This design comes from an exercise in tuning for small area, a short achievable clock period and few clock cycles per item on the open sky130 flow, not from production work. At most, simulation tests tie the RTL to the original design; equivalence was not proved.

// fp
module fp(out,done,a,b,start,clk,rst);
input wire [9:0]a,b;
input wire start;
input wire clk,rst;
output reg [9:0]out;
output reg done;
wire [8:0] lt_b = ~a[8:0] & b[8:0];
wire [8:0] eq_b = ~(a[8:0] ^ b[8:0]);
wire lt87 = lt_b[8] | (eq_b[8] & lt_b[7]);  wire eq87 = eq_b[8] & eq_b[7];
wire lt65 = lt_b[6] | (eq_b[6] & lt_b[5]);  wire eq65 = eq_b[6] & eq_b[5];
wire lt43 = lt_b[4] | (eq_b[4] & lt_b[3]);  wire eq43 = eq_b[4] & eq_b[3];
wire lt21 = lt_b[2] | (eq_b[2] & lt_b[1]);  wire eq21 = eq_b[2] & eq_b[1];
wire lt85 = lt87 | (eq87 & lt65);           wire eq85 = eq87 & eq65;
wire lt41 = lt43 | (eq43 & lt21);           wire eq41 = eq43 & eq21;
wire lt40 = lt41 | (eq41 & lt_b[0]);        wire eq40 = eq41 & eq_b[0];
wire a_lt_b = lt85 | (eq85 & lt40);
wire a_eq_b = eq85 & eq40;
wire [3:0] ea = a[8:5], eb = b[8:5];
wire [3:0] bo_ab, bo_ba;    
assign bo_ab[0] = 1'b0;
assign bo_ab[1] = ~ea[0] & eb[0];
assign bo_ab[2] = (~ea[1] & eb[1]) | (eq_b[6] & bo_ab[1]);
assign bo_ab[3] = (~ea[2] & eb[2]) | (eq_b[7] & (~ea[1] & eb[1])) | (eq_b[7] & eq_b[6] & bo_ab[1]);
assign bo_ba[0] = 1'b0;
assign bo_ba[1] = ~eb[0] & ea[0];
assign bo_ba[2] = (~eb[1] & ea[1]) | (eq_b[6] & bo_ba[1]);
assign bo_ba[3] = (~eb[2] & ea[2]) | (eq_b[7] & (~eb[1] & ea[1])) | (eq_b[7] & eq_b[6] & bo_ba[1]);
wire [3:0] dab = ~eq_b[8:5] ^ bo_ab;
wire [3:0] dba = ~eq_b[8:5] ^ bo_ba;
wire [5:0] ma = {1'b1, a[4:0]};
wire [5:0] mb = {1'b1, b[4:0]};
wire sub = a[9] ^ b[9];
wire [5:0] mx = a_lt_b ? mb : ma;
wire [3:0] d = lt85 ? dba : dab;
wire [5:0] my = ((a_lt_b ? ma : mb) >> d) ^ {6{sub}};
wire [9:0] x = a_lt_b ? b : a;
wire [5:0] p = mx ^ my;
wire [5:0] g = mx & my;
wire cin = sub;
wire g10 = g[1] | (p[1] & g[0]);           wire p10 = p[1] & p[0];
wire g32 = g[3] | (p[3] & g[2]);           wire p32 = p[3] & p[2];
wire g54 = g[5] | (p[5] & g[4]);           wire p54 = p[5] & p[4];
wire g0c = g[0] | (p[0] & cin);
wire c0 = cin;
wire c1 = g0c;
wire c2 = g10 | (p10 & cin);
wire c3 = g[2] | (p[2] & c2);
wire g30 = g32 | (p32 & g10);              wire p30 = p32 & p10;
wire c4 = g30 | (p30 & cin);
wire c5 = g[4] | (p[4] & c4);
wire c6 = g54 | (p54 & c4);
  ...
Size in the first run: about 350 cells after synthesis, roughly 34 I/O pins, about 1900 um^2 of cells after synthesis.
==> module fp, before the edit <==
module fp(out,done,a,b,start,clk,rst);
input wire [9:0]a,b;
input wire start;
input wire clk,rst;
output reg [9:0]out;
output reg done;
wire [8:0] lt_b = ~a[8:0] & b[8:0];
wire [8:0] eq_b = ~(a[8:0] ^ b[8:0]);
wire lt87 = lt_b[8] | (eq_b[8] & lt_b[7]);  wire eq87 = eq_b[8] & eq_b[7];
wire lt65 = lt_b[6] | (eq_b[6] & lt_b[5]);  wire eq65 = eq_b[6] & eq_b[5];
wire lt43 = lt_b[4] | (eq_b[4] & lt_b[3]);  wire eq43 = eq_b[4] & eq_b[3];
wire lt21 = lt_b[2] | (eq_b[2] & lt_b[1]);  wire eq21 = eq_b[2] & eq_b[1];
wire lt85 = lt87 | (eq87 & lt65);           wire eq85 = eq87 & eq65;
wire lt41 = lt43 | (eq43 & lt21);           wire eq41 = eq43 & eq21;
wire lt40 = lt41 | (eq41 & lt_b[0]);        wire eq40 = eq41 & eq_b[0];
wire a_lt_b = lt85 | (eq85 & lt40);
wire a_eq_b = eq85 & eq40;
wire [3:0] ea = a[8:5], eb = b[8:5];
wire [3:0] bo_ab, bo_ba;    
assign bo_ab[0] = 1'b0;
assign bo_ab[1] = ~ea[0] & eb[0];
assign bo_ab[2] = (~ea[1] & eb[1]) | (eq_b[6] & bo_ab[1]);
assign bo_ab[3] = (~ea[2] & eb[2]) | (eq_b[7] & (~ea[1] & eb[1])) | (eq_b[7] & eq_b[6] & bo_ab[1]);
assign bo_ba[0] = 1'b0;
assign bo_ba[1] = ~eb[0] & ea[0];
assign bo_ba[2] = (~eb[1] & ea[1]) | (eq_b[6] & bo_ba[1]);
assign bo_ba[3] = (~eb[2] & ea[2]) | (eq_b[7] & (~eb[1] & ea[1])) | (eq_b[7] & eq_b[6] & bo_ba[1]);
wire [3:0] dab = ~eq_b[8:5] ^ bo_ab;
wire [3:0] dba = ~eq_b[8:5] ^ bo_ba;
wire [5:0] ma = {1'b1, a[4:0]};
wire [5:0] mb = {1'b1, b[4:0]};
wire sub = a[9] ^ b[9];
wire [5:0] mx = a_lt_b ? mb : ma;
wire [3:0] d = lt85 ? dba : dab;
wire [5:0] my = ((a_lt_b ? ma : mb) >> d) ^ {6{sub}};
wire [9:0] x = a_lt_b ? b : a;
wire [5:0] p = mx ^ my;
wire [5:0] g = mx & my;
wire cin = sub;
wire g10 = g[1] | (p[1] & g[0]);           wire p10 = p[1] & p[0];
wire g32 = g[3] | (p[3] & g[2]);           wire p32 = p[3] & p[2];
wire g54 = g[5] | (p[5] & g[4]);           wire p54 = p[5] & p[4];
wire g0c = g[0] | (p[0] & cin);
wire c0 = cin;
wire c1 = g0c;
wire c2 = g10 | (p10 & cin);
wire c3 = g[2] | (p[2] & c2);
wire g30 = g32 | (p32 & g10);              wire p30 = p32 & p10;
wire c4 = g30 | (p30 & cin);
wire c5 = g[4] | (p[4] & c4);
wire c6 = g54 | (p54 & c4);
wire [6:0] mag = {c6 & ~sub, p ^ {c5, c4, c3, c2, c1, c0}};
wire [3:0] r_e = x[8:5];
wire r_s = x[9];
wire h6 = mag[6];
wire h5 = ~mag[6] & mag[5];
wire h4 = ~mag[6] & ~mag[5] & mag[4];
wire h3 = ~|mag[6:4] & mag[3];
wire h2 = ~|mag[6:3] & mag[2];
wire h1 = ~|mag[6:2] & mag[1];
wire h0 = ~|mag[6:1];
wire [4:0] m = ({5{h6}} & mag[5:1])
             | ({5{h5}} & mag[4:0])
             | ({5{h4}} & {mag[3:0], 1'b0})
             | ({5{h3}} & {mag[2:0], 2'b0})
             | ({5{h2}} & {mag[1:0], 3'b0})
             | ({5{h1}} & {mag[0], 4'b0});
wire [3:0] ep1 = r_e + 4'd1;
wire [3:0] em1 = r_e - 4'd1;
wire [3:0] em2 = r_e - 4'd2;
wire [3:0] em3 = r_e - 4'd3;
wire [3:0] em4 = r_e - 4'd4;
wire [3:0] em5 = r_e - 4'd5;
wire [3:0] e = ({4{h6}} & ep1) | ({4{h5}} & r_e) | ({4{h4}} & em1)
             | ({4{h3}} & em2) | ({4{h2}} & em3) | ({4{h1}} & em4)
             | ({4{h0}} & em5);
wire zero = ~|mag;
always @(posedge clk) begin
  out <= zero ? 10'd0 : {r_s, e, m};
  if (rst) done <= 1'b0;
  else done <= start;
end
endmodule
Settings: LEC_CHECK=0, ABC_AREA=1, CAP_MARGIN=20, CORE_MARGIN=2, CORE_UTILIZATION=40, SLEW_MARGIN=20, BUFFER_PORTS_ARGS=-buffer_cell sky130_fd_sc_hd__buf_1; clock period 8.0 ns.
standard.sh (not shown) runs the stock make flow with config.mk's settings and CLKGATE_MAP_FILE= SYNTH_SCRIPT=/design/flow/synth_recipe.tcl, a recipe that flattens the netlist after the stock synthesis.
==> flow/flow/run.sh <==
#!/bin/bash
# The standard layout with two changes, each tool's output in its own log:
#  - synthesis is the standard flow's own script (synth_recipe.tcl) run without ORFS's
#    adder extraction (ADDER_MAP_FILE empty), so ABC maps the whole logic,
#    and, if flow/abc.script exists, with that ABC script in place of
#    ORFS's; registers, flattening and renaming are as in the standard run
#  - flow/extra.mk adds ORFS settings to config.mk (port buffer cell, ...)
# The rest is the standard.sh, unchanged.
set -e
cat flow/extra.mk >> config.mk
{ head -1 synth_recipe.tcl; cat flow/abc_swap.tcl; tail -n +2 synth_recipe.tcl; } > my_synth.tcl
if [ -f flow/abc.script ]; then export FLOW_ABC_SCRIPT=$PWD/flow/abc.script; fi
bash standard.sh ADDER_MAP_FILE= SYNTH_SCRIPT=$PWD/my_synth.tcl synth > synth.log 2>&1
bash standard.sh > standard.log 2>&1
==> flow/flow/abc.script <==
strash
balance
rewrite
refactor
balance
rewrite
rewrite -z
balance
refactor -z
rewrite -z
balance
balance
rewrite
refactor
balance
rewrite
rewrite -z
balance
refactor -z
rewrite -z
balance
dch -f
map -B 0.9
topo
stime -c
buffer -c
upsize -c
dnsize -c
==> flow/flow/abc_swap.tcl <==
# Map the combinational logic with the ABC script named by FLOW_ABC_SCRIPT
# instead of ORFS's; every other step of the synthesis is unchanged.
if {[info exists ::env(FLOW_ABC_SCRIPT)] && $::env(FLOW_ABC_SCRIPT) ne ""} {
  proc abc {args} {
    set i [lsearch -exact $args -script]
    if {$i >= 0} { set args [lreplace $args [expr {$i + 1}] [expr {$i + 1}] $::env(FLOW_ABC_SCRIPT)] }
    yosys abc {*}$args
  }
}
==> flow/flow/extra.mk <==
export BUFFER_PORTS_ARGS = -buffer_cell sky130_fd_sc_hd__buf_1
Testbench counts at the start, summed over its fixed seeds: cycles 24,000, items 24,000.
Then changed:
--- a/flow/design.v
+++ b/flow/design.v
@@ -1,9 +1,9 @@
 module fp(out,done,a,b,start,clk,rst);
 input wire [9:0]a,b;
 input wire start;
 input wire clk,rst;
-output reg [9:0]out;
+output wire [9:0]out;
 output reg done;
 wire [8:0] lt_b = ~a[8:0] & b[8:0];
 wire [8:0] eq_b = ~(a[8:0] ^ b[8:0]);
 wire lt87 = lt_b[8] | (eq_b[8] & lt_b[7]);  wire eq87 = eq_b[8] & eq_b[7];
@@ -33,26 +33,19 @@
 wire [5:0] mx = a_lt_b ? mb : ma;
 wire [3:0] d = lt85 ? dba : dab;
 wire [5:0] my = ((a_lt_b ? ma : mb) >> d) ^ {6{sub}};
 wire [9:0] x = a_lt_b ? b : a;
-wire [5:0] p = mx ^ my;
-wire [5:0] g = mx & my;
-wire cin = sub;
-wire g10 = g[1] | (p[1] & g[0]);           wire p10 = p[1] & p[0];
-wire g32 = g[3] | (p[3] & g[2]);           wire p32 = p[3] & p[2];
-wire g54 = g[5] | (p[5] & g[4]);           wire p54 = p[5] & p[4];
-wire g0c = g[0] | (p[0] & cin);
-wire c0 = cin;
-wire c1 = g0c;
-wire c2 = g10 | (p10 & cin);
-wire c3 = g[2] | (p[2] & c2);
-wire g30 = g32 | (p32 & g10);              wire p30 = p32 & p10;
-wire c4 = g30 | (p30 & cin);
-wire c5 = g[4] | (p[4] & c4);
-wire c6 = g54 | (p54 & c4);
-wire [6:0] mag = {c6 & ~sub, p ^ {c5, c4, c3, c2, c1, c0}};
-wire [3:0] r_e = x[8:5];
-wire r_s = x[9];
+wire [6:0] sum = {1'b0, mx} + {1'b0, my} + {6'd0, sub};
+reg [6:0] mag;
+reg [3:0] r_e;
+reg r_s;
+always @(posedge clk) begin
+  mag <= {sum[6] & ~sub, sum[5:0]};
+  r_e <= x[8:5];
+  r_s <= x[9];
+  if (rst) done <= 1'b0;
+  else done <= start;
+end
 wire h6 = mag[6];
 wire h5 = ~mag[6] & mag[5];
 wire h4 = ~mag[6] & ~mag[5] & mag[4];
 wire h3 = ~|mag[6:4] & mag[3];
@@ -74,10 +67,6 @@
 wire [3:0] e = ({4{h6}} & ep1) | ({4{h5}} & r_e) | ({4{h4}} & em1)
              | ({4{h3}} & em2) | ({4{h2}} & em3) | ({4{h1}} & em4)
              | ({4{h0}} & em5);
 wire zero = ~|mag;
-always @(posedge clk) begin
-  out <= zero ? 10'd0 : {r_s, e, m};
-  if (rst) done <= 1'b0;
-  else done <= start;
-end
+assign out = zero ? 10'd0 : {r_s, e, m};
 endmodule
Clock-buffer cell count is unchanged.
Design area shrinks by 6.4%.
Critical path depth shrinks by 5.
Worst setup slack gets better by 0.82 ns.
Final cell count shrinks by 5.3%.
First-iteration DRC count shrinks by 39%.
No functional check of the RTL was part of the second run of this note.

==> afterwards: timing with drivers on the ports <==
In the flow no input, the clock included, has a driving cell. The finished layouts below were timed again as built, in two steps.
Step 1: set_driving_cell puts a clkbuf_16 on clk and a buf_2 on each other input, an assumption about the parent block.
Step 2, shift: input delay + t, output delay - t, t = (earliest + latest rising clock arrival at the registers) / 2. This alone moves slack from input paths to output paths.
Slacks: no drivers / after step 1 / after step 2; pairs: no drivers / after step 1.
run	t, ns	setup slack, ns	worst setup path after step 2	slew at the worst register clock pin (ns)
the first run	0.261	3.538 / 3.540 / 3.280	input to register	0.05 / 0.05
the second run	0.255	4.355 / 4.352 / 4.097	input to register	0.05 / 0.05
After both steps every run listed still meets setup and hold.
